What follows belongs to an exercise in optimizing a design on an open flow for small area and a short achievable clock period; a production flow would make more cautious choices. Only simulation tests tie the RTL to the original design; equivalence was not proved. Power is estimated from default activity; no workload was simulated.

## run A
Design alu_top, start of the top module:
module alu_top(
    input             clk,
    input      [31:0] a,
    input      [31:0] b,
    input      [3:0]  opcode,
    input             cin,
    input             bin,
    input             en,
    output reg [31:0] sum,
    output reg [31:0] diff,
    output reg [31:0] result,
    output reg        cout,
    output reg        bout,
    output            zero,
    output            sign,
    output reg        carry,
    output reg        overflow,
    output            parity
);
Size: ~6,000 cells after synthesis, roughly 200 flip-flops.
==> flow/config.mk <==
export PLATFORM = sky130hd
export DESIGN_NAME = alu_top
export DESIGN_NICKNAME = alu_top
export VERILOG_FILES = /design/flow/design.v
export SDC_FILE = /design/flow/constraint.sdc
export NUM_CORES = 4
export LEC_CHECK = 0
export ABC_AREA = 1
export CAP_MARGIN = 20
export CORE_MARGIN = 2
export CORE_UTILIZATION = 55
export PLACE_DENSITY = 0.7
export SLEW_MARGIN = 20
==> flow/constraint.sdc <==
create_clock -name core_clock -period 125.0 [get_ports {clk}]
set_input_delay 25.0000 -clock core_clock [delete_from_list [all_inputs] [get_ports {clk}]]
set_output_delay 25.0000 -clock core_clock [all_outputs]
set_load 0.01 [all_outputs]
standard.sh (not shown) runs the stock make flow with config.mk's settings and CLKGATE_MAP_FILE= SYNTH_SCRIPT=/design/flow/synth_recipe.tcl, a recipe that flattens the netlist after the stock synthesis.
==> flow/flow/run.sh <==
#!/bin/bash
# The standard layout (the standard.sh), except that repair_timing aims for extra setup
# slack (SETUP_SLACK_MARGIN ns instead of 0): 80 ns up to clock-tree synthesis and 72 ns after
# global routing, so it sizes the long divider paths even though they meet the 125 ns clock.
set -euo pipefail
bash standard.sh SETUP_SLACK_MARGIN=80 cts > orfs_make_cts.log 2>&1
bash standard.sh SETUP_SLACK_MARGIN=72 grt > orfs_make_grt.log 2>&1
bash standard.sh finish > orfs_make_finish.log 2>&1
Run A: PASS, flow complete, no timing, DRC or antenna violations
Inputs modified between run A and run B:
Settings: PLACE_DENSITY removed (was 0.7); CORE_UTILIZATION changed from 55 to 30.
==> flow/run.sh (new file) <==
#!/bin/bash
# synth_recipe.tcl (not shown) runs the flow's synth.tcl, then flattens the netlist and writes it again
# the make line also repeats each setting of config.mk as NAME=value (left out here)
make -C /OpenROAD-flow-scripts/flow DESIGN_CONFIG=/design/flow/config.mk WORK_HOME=/design/flow/orfs CLKGATE_MAP_FILE= SYNTH_SCRIPT=/design/flow/synth_recipe.tcl finish
removed: flow/flow/run.sh
removed: flow/standard.sh
### Flow results
- Run B and run A all finish clean.
- Comparing run B against run A, there is no change at all in hold buffer count at cts.
- Delta (run B minus run A): worst setup slack fell 14,610 ps, via count saw a decrease.
- Non-clock buffer count in the final layout went down by more than a quarter going from run A to run B.
- Power share of the sequential group | run B above run A
## Diff of input files: run C against run B
Settings: a change of CORE_UTILIZATION from 30 to 65; an added PLACE_DENSITY of 0.8.
==> flow/flow/run.sh (new file) <==
#!/bin/bash
# The standard layout (the standard.sh), except that up to clock-tree synthesis
# repair_timing aims for SETUP_SLACK_MARGIN ns of setup slack instead of 0, so it sizes the
# long divider paths even though they meet the 125 ns clock. Routing and the rest run as in
# the standard flow.
set -euo pipefail
bash standard.sh SETUP_SLACK_MARGIN=78 cts > orfs_make_cts.log 2>&1
bash standard.sh finish > orfs_make_finish.log 2>&1
==> flow/standard.sh (new file) <==
#!/bin/bash
# synth_recipe.tcl (not shown) runs the flow's synth.tcl, then flattens the netlist and writes it again
# the make line also repeats each setting of config.mk as NAME=value (left out here)
make -C /OpenROAD-flow-scripts/flow DESIGN_CONFIG=/design/flow/config.mk WORK_HOME=/design/flow/orfs CLKGATE_MAP_FILE= SYNTH_SCRIPT=/design/flow/synth_recipe.tcl "${@:-finish}"
removed: flow/run.sh
==> notes.md <==
- Delta (run C minus run B): met1 global-route usage picked up an extra 28 points, global-route usage moved up, critical path depth rose about 3.4%, clock skew shows a reduction of 14 ps.
For run D, these inputs were changed with respect to run C:
Settings: a change of CORE_UTILIZATION from 65 to 55; a change of PLACE_DENSITY from 0.8 to 0.7.
-- flow/flow/run.sh --
<<< run C, line 5
# the standard flow.
set -euo pipefail
bash standard.sh SETUP_SLACK_MARGIN=78 cts > orfs_make_cts.log 2>&1
bash standard.sh finish > orfs_make_finish.log 2>&1
>>> run D, line 5
# the standard flow.
set -euo pipefail
bash standard.sh SETUP_SLACK_MARGIN=86 cts > orfs_make_cts.log 2>&1
bash standard.sh finish > orfs_make_finish.log 2>&1
--- outcome ---
- For run C, the cell at the slowest stage of the critical path was sky130_fd_sc_hd__buf_4, unlike run D, where it was sky130_fd_sc_hd__or4_4.
- On post-synthesis cell count, run D and run C are basically level.
- Re count of standard-cell rows: run D is about 8% up on run C.
- [diff] wire length of the first global-routing pass, run D relative to run C: regression
- Run D vs run C — multi-input gate count climbed slightly
- From run C to run D the numbers moved as follows: final routed DRC violation total has remained practically unchanged; width of the die has increased; shortest clock period the worst path allows after layout has decreased.
What run E does differently from run D at the input level:
==> flow/run.sh (new file) <==
#!/bin/bash
# synth_recipe.tcl (not shown) runs the flow's synth.tcl, then flattens the netlist and writes it again
# the make line also repeats each setting of config.mk as NAME=value (left out here)
make -C /OpenROAD-flow-scripts/flow DESIGN_CONFIG=/design/flow/config.mk WORK_HOME=/design/flow/orfs CLKGATE_MAP_FILE= SYNTH_SCRIPT=/design/flow/synth_recipe.tcl finish
removed: flow/flow/run.sh
removed: flow/standard.sh
[summary]
- Part of the power in combinational logic in run E is 4.6 points below run D.
- Clock skew, run D and run E: lower on run E
- Comparing part of the total power dissipated in the clock network for run D and run E, the bigger number came from run E.
- Run E vs. run D: later-pin clock latency in the skew report went down, worst hold slack went up.
- When run E is set beside run D, its critical path depth turns out to be 182 larger.
- Run E vs. run D: final period demand of the worst path went up by 14,100 ps.
- Starting density of the core came out exactly the same in run D and run E.
- Diff run D -> run E: summed area of non-filler cells in the final layout moved down; area share of fa/ha/maj cells after synthesis about even.

---

run 1:
alu_top, a different RTL version from the one above (not shown whole).
Size in the first run: ~7700 cells after synthesis, roughly 190 flip-flops, ~180 I/O pins, about 0.046 mm2 of cells after synthesis.
clock: 125.0 ns
lec_check: 0
abc_area: 1
cap_margin: 20
core_margin: 2
core_utilization: 55
place_density: 0.7
slew_margin: 20
==> flow/flow/run.sh <==
#!/bin/bash
# The standard layout (the standard.sh) with two changes:
#  - synthesis skips the adder-cell step (extract_fa + ADDER_MAP_FILE), so ABC maps the
#    adders of the divide/multiply array itself;
#  - up to clock-tree synthesis, repair_timing aims for SETUP_SLACK_MARGIN ns of setup slack
#    instead of 0, so it sizes the long divider paths even though they meet the 125 ns clock.
# Routing and the rest run as in the standard flow.
set -euo pipefail
bash standard.sh ADDER_MAP_FILE= SETUP_SLACK_MARGIN=92 cts > orfs_make_cts.log 2>&1
bash standard.sh ADDER_MAP_FILE= finish > orfs_make_finish.log 2>&1
Run 1 completed every stage of the flow, and the final layout passed the timing, DRC and antenna checks.
For run 2, these inputs were changed with respect to run 1:
--- a/flow/flow/run.sh
+++ b/flow/flow/run.sh
@@ -8,3 +8,3 @@
 set -euo pipefail
-bash standard.sh ADDER_MAP_FILE= SETUP_SLACK_MARGIN=92 cts > orfs_make_cts.log 2>&1
+bash standard.sh ADDER_MAP_FILE= SETUP_SLACK_MARGIN=84 cts > orfs_make_cts.log 2>&1
 bash standard.sh ADDER_MAP_FILE= finish > orfs_make_finish.log 2>&1
- Cell area was higher in the run labelled run 1.
- Diff run 1 and run 2: fraction of the core area covered by cells at the end of the flow lower in run 2
- The final clock period utilization by the worst path on run 1 is in line with that on run 2.
- From run 1 to run 2 the numbers moved as follows: post-placement setup slack has decreased, worst setup slack increased 0.055 ns.
- Run 2 ended up with a lower clock skew than run 1 did.
- Run 2 vs run 1, number of fillers in the final layout went up by about 23%.
- Higher via count goes to run 1 over run 2.
Input-level comparison between run 3 and run 2:
--- a/flow/flow/run.sh
+++ b/flow/flow/run.sh
@@ -8,3 +8,3 @@
 set -euo pipefail
-bash standard.sh ADDER_MAP_FILE= SETUP_SLACK_MARGIN=84 cts > orfs_make_cts.log 2>&1
+bash standard.sh ADDER_MAP_FILE= SETUP_SLACK_MARGIN=80 cts > orfs_make_cts.log 2>&1
 bash standard.sh ADDER_MAP_FILE= finish > orfs_make_finish.log 2>&1
Notes after the runs:
Looking at via density per instance, run 3 sits 0.92% below run 2.
Overall power of the completed layout down about 2% in run 3 wrt run 2
Looking at area added between synthesis and finish, run 3 sits 2.7 points below run 2.
In run 3, power share of the clock group is lower than in run 2.
For run 4, these inputs were changed with respect to run 3:
--- a/flow/flow/run.sh
+++ b/flow/flow/run.sh
@@ -8,3 +8,3 @@
 set -euo pipefail
-bash standard.sh ADDER_MAP_FILE= SETUP_SLACK_MARGIN=80 cts > orfs_make_cts.log 2>&1
+bash standard.sh ADDER_MAP_FILE= SETUP_SLACK_MARGIN=88 cts > orfs_make_cts.log 2>&1
 bash standard.sh ADDER_MAP_FILE= finish > orfs_make_finish.log 2>&1
### Flow results
Run 3 ended up with reg2reg as its classification of the worst setup path; run 4 ended up with in2reg. Run 4 gives less worst hold slack than run 3 did. Delta (run 4 minus run 3): smallest setup slack after layout went up by 2.74 ns; via count went up 5.0%; pin slew with the least headroom to its limit went up 0.12 ns; sum of internal, switching and leakage power +3.5%; power density over the cells went down 1.5%. From run 3 to run 4 the numbers moved as follows: routed wirelength normalized by instance count went up 1.9 um, number of design rule violations left after detail routing held, number of non-clock buffers in the layout went up about 40%.

## re-timing with driven ports
The results above use ideal ports. As a check the final layouts listed here were re-extracted and re-timed, cells and wires unchanged.
Step 1, drivers: a clkbuf_16 drives clk and a buf_2 each remaining input, both assumed.
Step 2 adds t to the input delays and takes it off the output delays; t is the mean of the earliest and latest rising clock arrival at the registers after step 1. Input paths then give back, and output paths get back, about the clock's delay inside the block.
Slacks: ideal / step 1 / step 2; pairs: ideal / step 1.
| run | t, ns | setup slack, ns | worst setup path at the end |
|---|---|---|---|
| run A | 0.518 | 78.730 / 78.730 / 78.701 | input to register |
| run B | 0.490 | 64.116 / 64.116 / 64.116 | register to register |
| run C | 0.512 | 76.585 / 76.585 / 76.585 | register to register |
| run D | 0.514 | 79.835 / 79.846 / 79.332 | input to register |
| run E | 0.503 | 65.731 / 65.731 / 65.731 | register to register |
| run 1 | 0.548 | 82.261 / 82.302 / 81.755 | input to register |
| run 2 | 0.528 | 82.316 / 82.358 / 81.830 | input to register |
| run 3 | 0.534 | 79.569 / 79.568 / 79.325 | input to register |
| run 4 | 0.538 | 82.307 / 82.346 / 81.808 | input to register |
After both steps setup and hold are still met in every run listed. The setup slack of run 1, which loses most, moves by +0.041 ns with the drivers and by -0.506 ns with both steps.
